From an optimization exercise on the open Yosys and OpenROAD flow, aimed at small area and a short achievable clock period; shortcuts taken in it are not production practice.
Function was checked by simulation only, so behaviour that the tests miss may differ from the original.
Power figures rest on the tool's default switching activity, not on a simulated workload.

## flow/design.v (module list and top-level ports; edited modules follow where they fit)
// module booth_enc: 12 lines
// module booth_onen: 3 lines
// module booth_twon: 3 lines
// module booth_negc: 3 lines
// module booth_enc0: 11 lines
// module booth_xn: 7 lines
// module booth_sel: 9 lines
// module booth_sel0: 9 lines
// module booth_sel_n: 8 lines
// module CSA: 10 lines
// module HADD: 9 lines
// module CSA1: 9 lines
// module simple_Adder: 1052 lines
// module k_nand2: 1 lines
// module k_nor2: 1 lines
// module k_xor2: 1 lines
// module k_xnor2: 1 lines
// module k_inv: 1 lines
// module k_aoi21: 1 lines
// module k_oai21: 1 lines
// module wallace: 3593 lines
// module multiplierTree: 27 lines
// module regnext: 9 lines
module multiplierTree (
    input clk,
    input rst,
    input en,
    input [31:0] a,
    input [31:0] b,
    output reg [63:0] c
);
  // ...
==> flow/flow/run.sh <==
#!/bin/bash
# Standard synthesis and layout; before placement every cell is set to its
# smallest drive (flow/downsize.tcl) so that repair sizes up only what timing needs.
set -euo pipefail
here=$(pwd)
bash standard.sh synth > synth.log 2>&1
export POST_FLOORPLAN_TCL=$here/flow/downsize.tcl
bash standard.sh finish POST_FLOORPLAN_TCL=$here/flow/downsize.tcl > layout.log 2>&1
==> flow/flow/downsize.tcl <==
# Set every standard cell to the smallest drive of its function before
# placement; repair_design and repair_timing then size up what needs it.
set db [ord::get_db]
set smallest [dict create]
foreach lib [$db getLibs] {
  foreach m [$lib getMasters] {
    set n [$m getName]
    if {![regexp {^(sky130_fd_sc_hd__[a-z0-9]+)_([0-9]+)$} $n -> base drv]} { continue }
    if {[string match "*lpflow*" $n] || [string match "*probe*" $n]} { continue }
    set a [expr {[$m getWidth] * [$m getHeight]}]
    if {![dict exists $smallest $base]} {
      dict set smallest $base [list $m $a $drv]
    } else {
      lassign [dict get $smallest $base] bm ba bd
      if {$a < $ba || ($a == $ba && $drv > $bd)} {
        dict set smallest $base [list $m $a $drv]
      }
    }
  }
}
set count 0
foreach inst [[ord::get_db_block] getInsts] {
  set m [$inst getMaster]
  set n [$m getName]
  if {![regexp {^(sky130_fd_sc_hd__[a-z0-9]+)_([0-9]+)$} $n -> base drv]} { continue }
  if {[string match "*df*" $base] || [string match "*clkbuf*" $base]} { continue }
  if {![dict exists $smallest $base]} { continue }
  set sm [lindex [dict get $smallest $base] 0]
  if {[$sm getName] ne $n} {
    $inst swapMaster $sm
    incr count
  }
}
puts "downsize: swapped $count instances"
==> flow/standard.sh <==
#!/bin/bash
# synth_recipe.tcl (not shown) runs the flow's synth.tcl, then flattens the netlist and writes it again
# the make line also repeats each setting of config.mk as NAME=value (left out here)
make -C /OpenROAD-flow-scripts/flow DESIGN_CONFIG=/design/flow/config.mk WORK_HOME=/design/flow/orfs CLKGATE_MAP_FILE= SYNTH_SCRIPT=/design/flow/synth_recipe.tcl "${@:-finish}"
==> flow/config.mk <==
export PLATFORM = sky130hd
export DESIGN_NAME = multiplierTree
export DESIGN_NICKNAME = multiplierTree
export VERILOG_FILES = /design/flow/design.v
export SDC_FILE = /design/flow/constraint.sdc
export NUM_CORES = 4
export LEC_CHECK = 0
export CAP_MARGIN = 20
export CORE_MARGIN = 2
export CORE_UTILIZATION = 40
export SETUP_SLACK_MARGIN = 2.0
export SLEW_MARGIN = 20
export SYNTH_HIERARCHICAL = 1
==> flow/constraint.sdc <==
create_clock -name core_clock -period 9.0 [get_ports {clk}]
set_input_delay 1.8000 -clock core_clock [delete_from_list [all_inputs] [get_ports {clk}]]
set_output_delay 1.8000 -clock core_clock [all_outputs]
set_load 0.01 [all_outputs]
==> key figures, run 1 <==
Worst setup path
  – Worst reg2reg endpoint: c[60]
  – Cell mode on critical path: fa_1
  – Critical path peak fanout: 19
  – Max stage delay cell, worst path: fa_1
  – R2R setup slack: 2.18 ns

Global routing
  – Antenna violations before repair: 0
  – First-pass GRT wire length: ~150 mm

Clock network
  – TritonCTS Buffers: 17
  – H-tree levels: 4
  – CTS tree: yes
  – Hold buffers post-CTS: 0

Detailed routing
  – DR WL/cell: approximately 28 um
  – Drt first-iter violations: 2709
  – Vias per cell: 6.27

Layout
  – NumNets Final: about 3200
  – Max reg flops: 64
  – Reg area: ~2700 sq um
  – Inverter count: 119
  – Top reg by flops: c
  – Post-layout util: 0.458

Power
  – P per Cell Area: 407 nW/um^2
  – Comb pwr: 10.2 mW
  – Top pwr grp: combinational logic
  – P_seq: 852 uW
  – P_sw: 6.53 mW
  – Peak VDD IR: 0.385 mV

Min path
  – Min-delay src: c[25]
  – Hold Crit Class: register to register
  – Min-Delay Endpoint: c[25]

STA
  – Setup_tns: 0 ns
  – Skew final: 0.0210 ns
  – Hold Vio Cnt, Final: 0
  – RSZ-0062 raised after global routing: true
  – WHS: 0.470 ns

Floorplan
  – DIE HEIGHT: 256 um
  – Die ar.: 65400 sq um
  – Core area: 62900 sq um
  – Site Rows: 92

Place
  – PortBufs: 130
  – Placed inst area: 27400 sq um
  – Gpl congestion: 1.02

Run status
  – Status: finished clean

Synthesis
  – Syn nets: 3064
==> inputs of run 2 (changes only) <==
--- a/flow/config.mk
+++ b/flow/config.mk
@@ -7,7 +7,7 @@
 export LEC_CHECK = 0
 export CAP_MARGIN = 20
 export CORE_MARGIN = 2
-export CORE_UTILIZATION = 40
+export CORE_UTILIZATION = 60
 export SETUP_SLACK_MARGIN = 2.0
 export SLEW_MARGIN = 20
 export SYNTH_HIERARCHICAL = 1
==> key figures, run 2 <==
Run status
  – Status: finished clean (unchanged)

Global routing
  – Antenna violations before repair: 0 (unchanged)
  – Largest net degree at the start of global routing: 85 (was 59)
  – First-pass GRT wire length: 135 mm (was 148 mm)
  – Vias in the first global route: 22451 (was 22766)
  – Grt total ovfl: 0 (unchanged)
  – GRT Total Usage: 0.411 (was 0.302)

Clock network
  – Clock buffer depth: 2 (unchanged)
  – CTS sink cnt: 128 (unchanged)
  – Clock root buffer: clkbuf_16 (unchanged)
  – Clock transition at path regs: 0.07 ns (was 0.06 ns)
  – Worst skew pair latency: 0.48 ns (about the same)
  – Hold buffers post-CTS: 0 (unchanged)
  – H-tree levels: 4 (unchanged)
  – CTS tree: yes (unchanged)
  – TritonCTS Buffers: 17 (unchanged)

STA
  – Setup slack after layout: 2.17 ns (was 2.18 ns)
  – Hold Vio Cnt, Final: 0 (unchanged)
  – Max-slew violation count: 0 (unchanged)
  – WHS: 0.467 ns (was 0.470 ns)
  – Tmin final: 6.83 ns (was 6.82 ns)
  – Fmax: 146 MHz (was 147 MHz)
  – Fin crit share: 0.759 (was 0.758)
  – RSZ-0062 raised after global routing: false (was true)
  – Final setup fails: 0 (unchanged)
  – Max-slew headroom: 0.357 (was 0.350)
  – Actual slew at the worst max-slew pin: 0.964 ns (was 0.975 ns)
  – Setup_tns: 0 ns (unchanged)
  – Skew final: 0.0110 ns (was 0.0210 ns)

Worst setup path
  – CP Launch Type: register (unchanged)
  – Reg2reg start: B[10] (was B[15])
  – Worst Setup End Kind: register (unchanged)
  – Worst setup path start: B[10] (was B[15])
  – Critical path peak fanout: 23 (was 19)
  – Critical Path RT: 9.37 ns (was 9.36 ns)
  – Critical Path AT: 7.20 ns (was 7.19 ns)
  – Kind of critical path: register to register (unchanged)

Detailed routing
  – DRT antenna net count: 0 (unchanged)
  – Drt first-iter violations: 2917 (was 2709)
  – Total number of vias: 22469 (was 22237)
  – Total Routed Length: 91.0 mm (was 100 mm)
  – DRC: 0 (unchanged)
  – Vias per cell: 6.96 (was 6.27)
  – Pre-Repair DR Iteration Count: 10 (was 6)
  – DR WL/cell: 28.2 um (was 28.3 um)

Layout
  – NumNets Final: 3225 (was 3234)
  – Share of layout cells above drive strength 1: 0.123 (was 0.136)
  – Layout area overhead: 11.3% (was 13.7%)
  – Filler Cell Count: 3427 (was 6049)
  – Commonest cells after routing, fill and taps aside: xnor2_1, o22ai_1, fa_1 (unchanged)
  – Post-route cell area: 28200 sq um (was 28800 sq um)
  – Max reg flops: 64 (unchanged)
  – Post-layout util: 0.674 (was 0.458)
  – Top reg by flops: c (unchanged)
  – Antenna cells: 0 (unchanged)
  – Most common cell after layout, fill and taps aside: xnor2_1 (unchanged)
  – Registers with the most flip-flops: c (64), A (32), B (32) (unchanged)
  – Fin cells: 3230 (was 3546)

Floorplan
  – Site Rows: 75 (was 92)
  – DIE HEIGHT: 209 um (was 256 um)
  – Starting Density: 0.605 (was 0.403)
  – Die ar.: 43900 sq um (was 65400 sq um)
  – Io pins: 131 (unchanged)
  – Die Wd: 209 um (was 256 um)
  – Core area: 41900 sq um (was 62900 sq um)

Power
  – Peak VDD IR: 0.591 mV (was 0.385 mV)
  – Leakage: 9.87 nW (was 9.91 nW)
  – Overall power: 11.7 mW (about the same)
  – P per Cell Area: 414 nW/um^2 (was 407 nW/um^2)

Place
  – HPWL after detailed placement: 68.6 mm (was 74.8 mm)
  – Dpl ws: 1.73 ns (was 1.40 ns)
  – Gpl congestion: 1.09 (was 1.02)
  – Placed inst area: 27000 sq um (was 27400 sq um)
  – Placed cells: 3177 (was 3477)
  – PortBufs: 130 (unchanged)

Synthesis
  – Syn nets: 3064 (unchanged)
  – Synth warn: 7 (unchanged)
  – Mapped cell area: 25300 sq um (unchanged)
  – Syn Inst Count: 2517 (unchanged)
  – Mean Syn Cell Area: 10.1 sq um (unchanged)

Min path
  – Min-delay src: c[43] (was c[25])
  – Hold Crit Class: register to register (unchanged)

Run
  – MaxCap Viol Count: 0 (unchanged)
run 2: path summary, 6_finish.rpt:
path,endpoint,slack (ns),cells past startpoint
worst max register to register,c[48],2.17,20
worst min register to register,c[43],0.47,1
worst min-delay path,c[43],0.47,1
worst max-delay path,c[48],2.17,20
run 2: critical path, cell delays in order (launching register included):
cell	delay [ns]
dfxtp_1	0.40
xnor2_4	0.47
buf_4	0.41
o22ai_1	0.20
fa_1	0.55
fa_1	0.46
fa_1	0.47
fa_1	0.43
fa_1	0.55
fa_1	0.45
ha_1	0.37
xnor2_2	0.25
nor2_1	0.13
a21oi_1	0.24
o21ai_1	0.19
a21oi_2	0.23
o21ai_1	0.10
a21oi_1	0.30
o21ai_1	0.15
xnor2_1	0.14
a22o_1	0.22
run 2: repair_timing:
action	CTS	global route
buffers inserted	0	17
gates cloned	0	4
resized for setup	23	60
pin swaps	1	5
setup endpoints to repair	24	36
run 2: power by group:
part | internal, mW | switching, mW
sequential | 0.695 | 0.108
combinational | 4.12 | 6.04
clock | 0.394 | 0.314
run 2: layer usage:
| layer | part of all wire | global-route usage | vias up |
|---|---|---|---|
| met2 | 0.40 | 0.575 | 1906 |
| li1 | - | - | 9380 |
| met3 | 0.16 | 0.162 | 387 |
| met4 | 0.051 | 0.161 | 0 |
| met5 | 0 | 0 | - |
| met1 | 0.39 | 0.572 | 10796 |
run 2: layout make-up:
| type | count | area (sq um) | area share |
|---|---|---|---|
| Clock buffer | 17 | 425 | 0.0151 |
| Clock inverter | 15 | 169 | 0.00599 |
| Inverter | 119 | 447 | 0.0158 |
| Multi-Input combinational cell | 2181 | 21600 | 0.766 |
| Sequential cell | 128 | 2620 | 0.0928 |
| Tap cell | 539 | 674 | 0.0239 |
| Timing Repair Buffer | 231 | 2270 | 0.0805 |

[afterwards: timing with drivers on the ports]
The flow's constraints put no driver on any port. The routed layouts listed below were extracted and timed again, unchanged, in two steps. Step 1 sets driving cells, clkbuf_16 on the clock port and buf_2 on the other inputs (assumed; they add their load-dependent delay and slew). Step 2 adds t to the input delays and takes it off the output delays; t is the mean of the earliest and latest rising clock arrival at the registers after step 1. Input paths then give back, and output paths get back, about the clock's delay inside the block. Three values: ideal ports, drivers, drivers and shift; two values: the first two.
run	t (ns)	slack for setup (ns)	hold slack, ns	worst data-port slew with drivers (ns)
run 1	0.532	2.176 / 2.176 / 2.176	0.470 / 0.470 / 0.470	0.05
run 2	0.530	2.170 / 2.170 / 2.170	0.467 / 0.467 / 0.467	0.04
After both steps setup and hold are still met in every run listed.
